Background: an optimization exercise with open tools, aiming at small area. Do not read the settings as production practice. In this exercise RTL edits were held to simulation tests only and were not proved equivalent to the original. Power and IR drop assume default switching activity.

==> flow/design.v <==
module Cajero (
    input CLK,
    input RESET,
    input TARJETA_RECIBIDA,
    input [15:0] PIN_CORRECTO, 
    input [3:0] DIGITO,
    input DIGITO_STB,
    input TIPO_TRANS,
    input [31:0] MONTO,
    input MONTO_STB,
    input [63:0] BALANCE_INICIAL,
    output reg [63:0] BALANCE_ACTUALIZADO,
    output reg BALANCE_STB,
    output reg ENTREGAR_DINERO,
    output reg FONDOS_INSUFICIENTES,
    output reg PIN_INCORRECTO,
    output reg ADVERTENCIA,
    output reg BLOQUEO
    );
    reg [1:0] intentos_fallidos;
    reg [15:0] PIN_ACTUAL;
    reg [2:0] estado;
    reg [1:0] cantidad_digitos;
    localparam ESPERANDO_TARJETA      = 3'b000,  
               INGRESANDO_PIN         = 3'b001,  
               ANALIZANDO_PIN         = 3'b010,  
               DETERMINAR_TRANSACCION = 3'b011,  
               PROCESANDO_DEPOSITO    = 3'b100,  
               PROCESANDO_RETIRO      = 3'b101,  
               FIN                    = 3'b110,  
               BLOQUEADO              = 3'b111;  
    always @(posedge CLK) begin
        if (!RESET) begin  
            estado                  <= ESPERANDO_TARJETA;
	        cantidad_digitos        <= 0;
	        PIN_ACTUAL              <= 0;
	        intentos_fallidos       <= 0;
            PIN_INCORRECTO          <= 0;
            ADVERTENCIA             <= 0;
            BLOQUEO                 <= 0;
            BALANCE_STB             <= 0;
            FONDOS_INSUFICIENTES    <= 0;
            ENTREGAR_DINERO         <= 0;
            BALANCE_ACTUALIZADO     <= 0;
        end else begin  
            case (estado)
		        ESPERANDO_TARJETA: begin
    		        if (TARJETA_RECIBIDA) begin
        		        estado <= INGRESANDO_PIN;
    		        end else begin
        		        estado <= ESPERANDO_TARJETA;
    	            end
		        end
                INGRESANDO_PIN: begin
                    if (intentos_fallidos == 2'd1) begin
                        PIN_INCORRECTO <= 1;
                    end else if (intentos_fallidos == 2'd2) begin
                        ADVERTENCIA <= 1;
                        PIN_INCORRECTO <= 0;
                    end else if (intentos_fallidos == 2'd3) begin
                        ADVERTENCIA <= 0;
                        BLOQUEO <= 1;
                        estado <= BLOQUEADO;
                    end else begin
                        ADVERTENCIA <= 0;
                    end
                    if (DIGITO_STB && (intentos_fallidos < 3)) begin
                        case (cantidad_digitos) 
                            2'b00: begin
                                PIN_ACTUAL[15:12] <= DIGITO;
                                cantidad_digitos <= cantidad_digitos + 1;
                            end
                            2'b01: begin
                                PIN_ACTUAL[11:8] <= DIGITO;
                                cantidad_digitos <= cantidad_digitos + 1;
                            end
                            2'b10: begin
                                PIN_ACTUAL[7:4] <= DIGITO;
                                cantidad_digitos <= cantidad_digitos + 1;
                            end
                            2'b11: begin
                                PIN_ACTUAL[3:0] <= DIGITO;
                                cantidad_digitos <= 0;
                                estado <= ANALIZANDO_PIN;
                            end
                        endcase
                    end else if (intentos_fallidos < 3) begin
                        estado <= INGRESANDO_PIN;
                    end
                end
                ANALIZANDO_PIN: begin
                    if (PIN_ACTUAL != PIN_CORRECTO) begin
                        intentos_fallidos <= intentos_fallidos + 1;
                        estado <= INGRESANDO_PIN;
                        if (intentos_fallidos < 3) begin
                            estado <= INGRESANDO_PIN;
                        end else begin
                            estado <= BLOQUEADO;
                        end
                    end else begin
                        estado <= DETERMINAR_TRANSACCION;
                    end
                end
                DETERMINAR_TRANSACCION: begin
                    if (TIPO_TRANS == 0) begin
                       estado <= PROCESANDO_DEPOSITO;
                    end else if (TIPO_TRANS == 1) begin
                       estado <= PROCESANDO_RETIRO;
                    end else begin
                       estado <= ESPERANDO_TARJETA;
                    end
                end
                PROCESANDO_DEPOSITO: begin
                    if (MONTO_STB) begin
                        BALANCE_ACTUALIZADO <= BALANCE_INICIAL + MONTO;
                        BALANCE_STB <= 1;
                        estado <= FIN;
                    end else begin
                        estado <= PROCESANDO_DEPOSITO;
                    end
                end
                PROCESANDO_RETIRO: begin
                    if (MONTO_STB) begin
                        if (MONTO > BALANCE_ACTUALIZADO) begin
                            FONDOS_INSUFICIENTES <= 1;
                            BALANCE_STB <= 1;
                            estado <= FIN;
                        end else begin
                            BALANCE_ACTUALIZADO  <= BALANCE_ACTUALIZADO - MONTO;
                            BALANCE_STB <= 1;
                            ENTREGAR_DINERO <= 1;
                            estado <= FIN;
                        end
                    end else begin
                        estado <= PROCESANDO_RETIRO;
                    end
                end
                FIN: begin
                    if (BALANCE_STB) begin
                        cantidad_digitos        <= 0;
                        intentos_fallidos       <= 0;
                        PIN_ACTUAL              <= 0;
                        estado                  <= ESPERANDO_TARJETA;
                        ADVERTENCIA             <= 0;
                        BLOQUEO                 <= 0;
                        BALANCE_STB             <= 0;
                        ENTREGAR_DINERO         <= 0;
                        PIN_INCORRECTO          <= 0;
                        FONDOS_INSUFICIENTES    <= 0;
                    end else begin
                        estado <= FIN;
                    end
                end
                BLOQUEADO: begin
                    if (!RESET) begin
                        estado <= ESPERANDO_TARJETA;
                    end else begin
                    	estado <= BLOQUEADO;
                    end 
                end
            endcase
        end
    end
endmodule
==> flow/run.sh <==
#!/bin/bash
# synth_recipe.tcl (not shown) runs the flow's synth.tcl, then flattens the netlist and writes it again
# the make line also repeats each setting of config.mk as NAME=value (left out here)
make -C /OpenROAD-flow-scripts/flow DESIGN_CONFIG=/design/flow/config.mk WORK_HOME=/design/flow/orfs CLKGATE_MAP_FILE= SYNTH_SCRIPT=/design/flow/synth_recipe.tcl finish
==> flow/config.mk <==
export PLATFORM = sky130hd
export DESIGN_NAME = Cajero
export DESIGN_NICKNAME = Cajero
export VERILOG_FILES = /design/flow/design.v
export SDC_FILE = /design/flow/constraint.sdc
export NUM_CORES = 4
export LEC_CHECK = 0
export CAP_MARGIN = 20
export CORE_MARGIN = 2
export CORE_UTILIZATION = 40
export PLACE_DENSITY = 0.6
export SLEW_MARGIN = 20
==> flow/constraint.sdc <==
create_clock -name core_clock -period 6.0 [get_ports {CLK}]
set_input_delay 1.2000 -clock core_clock [delete_from_list [all_inputs] [get_ports {CLK}]]
set_output_delay 1.2000 -clock core_clock [all_outputs]
set_load 0.01 [all_outputs]
==> results.py <==
metrics = {
    "detailed_routing": {
        "vias": 10900,
        "via_per_inst": 5.98,
        "drt_iter0_drc": 971,
        "post_drt_wl_per_cell_um": 19.1,
        "first_pass_iters": 5,
        "drc": 0,
        "drt_wl_total_mm": 34.7,
        "postRouteAntennaNets": 0,
    },
    "global_routing": {
        "track_usage_pct": 26.5,
        "grt_pass1_wl_mm": 55.1,
        "grt_pass1_vias": 10400,
        "antenna_found_initial": 0,
        "grt_max_degree": 64,
        "overflow": 0,
    },
    "finish": {
        "area_growth_pct": 25.5,
        "drive_above_1_share_pct": 4.60,
        "nNetsFinal": 1691,
        "fill_cells": 2496,
        "regArea_mm2": 0.00186,
        "multi_input_area_mm2": 0.00727,
        "n_antenna_cell": 0,
        "post-route-cell-area_mm2": 0.0121,
    },
    "yosys": {
        "synth_top_area_cell": "dfxtp_1",
        "synth_commonest_cells": "nor2_1, a21oi_1, nand2_1, dfxtp_1, o21ai_0",
        "syn_area_per_cell_um2": 7.16,
        "syn_area_mm2": 0.00964,
        "ys_seq_elements": 93,
        "yosysUniqueCellTypes": 85,
        "synthesis.nets": 1543,
        "synth-seq-area-share_pct": 19.3,
        "ys.flop_type": "dfxtp_1",
        "synth.area.top_cells": "dfxtp_1, ha_1, a21oi_1",
        "synth-edff-count": 0,
        "yosys.area_share.simple_pct": 26.7,
        "synth-async-reset-ratio_pct": 0,
        "synth_fa_ha_area_share_pct": 9.76,
        "synth-xor-area-share_pct": 7.54,
        "yosys-mux-area-fraction_pct": 1.04,
        "ys_warn_count": 1,
        "synthCells": 1347,
        "synth_top_family_by_area": "compound AO/OA/AOI/OAI gates",
        "synth-compound-area-share_pct": 30.3,
        "synth_top_area_share_pct": 19.3,
        "post-synth-top-count-cell": "nor2_1",
    },
    "power_and_ir_drop": {
        "p_per_area_mw_per_mm2": 203,
        "leakage_uw": 0.00471,
        "vdd_drop_max_mv": 0.125,
    },
    "cts": {
        "cts_hold_buf": 0,
        "post_cts_resized": 0,
        "htree_levels": 3,
        "cts_sinks": 93,
        "cts-root-buf": "clkbuf_16",
        "cts_setup_buffers": 0,
        "cts_buffer_depth": 2,
        "insertion_delay_ns": 0.36,
        "cts_buffers": 9,
        "clk_pin_slew_ns": 0.08,
        "cts_tree": "yes",
    },
    "place": {
        "dp_hpwl_mm": 26.6,
        "postPlaceCellArea_mm2": 0.0118,
        "place_congestion": 0.929,
        "port_buffers": 191,
    },
    "floorplanning": {
        "dieArea_mm2": 0.0254,
        "row_count": 56,
        "ios": 192,
        "die_height_um": 159,
        "die-width_um": 159,
        "start_util_pct": 41.0,
        "core_area_mm2": 0.0235,
    },
    "critical_path": {
        "cp.required_ns": 6.31,
        "criticalPathCategory": "in2reg",
        "cpMaxStageDelayCell": "or4_1",
        "cp_top_family": "compound AO/OA/AOI/OAI gates",
        "cpMostUsedCell": "o31a_1",
        "cp-start-kind": "input port",
        "critPathMaxFanout": 24,
        "cp_data_arrival_time_ns": 5.10,
        "cp-end-kind": "register",
        "cp_cell_sequence": "clkdlybuf4s50_1 > ha_1 > inv_1 > fa_1 > nor2b_1 > o31a_1 > a41o_1 > o21ai_1 > o31ai_2 > a41oi_2 > buf_4 > or4_1 > a21oi_1 > o31a_1",
        "slowest_delay_ns": 0.53,
        "cp_num_buf_inv": 3,
    },
    "sta": {
        "skew_ns": 0.0162,
        "slew_headroom_pct": 38.6,
        "worstMarginPinSlew_ns": 0.921,
        "rsz0062_at_grt": "false",
        "fmax_mhz": 209,
        "fin_crit_ns": 4.79,
        "final_hold_viol_count": 0,
        "finalMaxSlewViolations": 0,
        "finalSetupTns_ns": 0,
        "finalSetupViolCount": 0,
        "min_period_over_period_pct": 79.8,
    },
    "run_status": {
        "status": "no timing/DRC/antenna violations",
    },
    "flow_run": {
        "max-cap-violations": 0,
    },
    "hold_path": {
        "min_path_type": "reg2reg",
    },
}
[worst register-to-register path, cell delays in order (launching register included)]
cell and delay, ns:
dfxtp_1 0.34, inv_1 0.06, ha_1 0.20, inv_1 0.07
fa_1 0.22, a21o_1 0.14, a21oi_1 0.10, o311ai_2 0.38
o21ai_2 0.14, a211oi_4 0.58, o21a_2 0.83, buf_4 0.33
o21ai_0 0.10, a21oi_1 0.14, nor2_1 0.06
[metal layers]
layer	GRT usage, %	share of wire (%)	vias to the layer above
met1	35.8	45	5109
li1	-	-	5329
met2	43.9	46	399
met3	3.91	6.6	49
met4	8.02	2.2	0
met5	0	0	-
[state kept, by name (all words and copies together) (netlist names)]
signal,flops
BALANCE_ACTUALIZADO,64
ADVERTENCIA,1
BALANCE_STB,1
estado,3
BLOQUEO,1
PIN_ACTUAL,16
FONDOS_INSUFICIENTES,1
ENTREGAR_DINERO,1
cantidad_digitos,2
intentos_fallidos,2
PIN_INCORRECTO,1
[cells in the final DEF, fill, tap and decap left out, types with 15 or more instances in the layout]
cell             instances
a211oi_1                22
a31oi_1                 27
or3_1                   26
nor4_1                  24
nand2_1                120
nand4_1                 33
nand3_1                 38
a32oi_1                 18
a21o_1                  27
inv_1                   58
xor2_1                  39
dfxtp_1                 93
o21ai_0                 89
and3_1                  18
xnor2_1                 44
nor3_1                  39
a21oi_1                134
ha_1                    72
clkdlybuf4s50_1        191
buf_4                   15
nor2_1                 141
[power breakdown]
group	switching [uW]	internal [uW]
combinational	648	471
clock	319	300
sequential	61.3	658
total	1030	1430
[metrics by stage]
stage	setup slack [ns]	std cells	hold WS [ns]	total power, uW	util, %
floorplan	2.05	1347	0.473	1440	-
global placement	0.865	1803	0.479	1830	50.0
detailed placement	0.848	1803	0.485	1830	50.0
CTS	1.22	1819	0.504	2450	51.4
global route	0.966	1819	0.521	2600	51.4
finish	1.21	1819	0.502	2460	51.4
[final timing paths]
| path | start | to | cells after the start | slack, ns |
|---|---|---|---|---|
| worst max register to register | BALANCE_ACTUALIZADO[0] | BALANCE_ACTUALIZADO[15] | 14 | 2.19 |
| worst min register to register | BALANCE_ACTUALIZADO[0] | BALANCE_ACTUALIZADO[0] | 2 | 0.50 |
| worst min-delay path | BALANCE_ACTUALIZADO[0] | BALANCE_ACTUALIZADO[0] | 2 | 0.50 |
| worst max-delay path | MONTO[0] | BALANCE_ACTUALIZADO[46] | 14 | 1.21 |
[kinds of logic after synthesis]
family	count (synthesis)
simple gates	517
compound gates	442
buf+inv	128
mux	10
fa+ha+maj	74
flops	93
xor+xnor	83
[cell type report]
cell class,count,area share (%)
clock buffers,9,1.86
clock inverters,7,0.755
inverters,59,1.83
multi-input cells,1126,60.1
flip-flops and latches,93,15.4
well taps,319,3.30
repair buffers,206,16.7

==> re-timing with driven ports <==
The results above use ideal ports. As a check the final layout listed here was re-extracted and re-timed, cells and wires unchanged.
Step 1, drivers: a clkbuf_16 drives CLK and a buf_2 each remaining input, both assumed.
Step 2 moves the port delays by t, midway between the first and last clock arrival at a register: inputs arrive t later, outputs are due t later. That takes back most of the time a late clock gives input paths.
a / b / c = ideal ports / drivers / drivers and shift; a / b = the first two.
shift t [ns]: 0.404
setup WS [ns]: 1.214 / 1.237 / 0.833
hold WS [ns]: 0.502 / 0.502 / 0.502
After both steps this run still meets setup and hold. For this run, drivers alone change the setup slack by +0.023 ns; drivers and shift together by -0.381 ns.
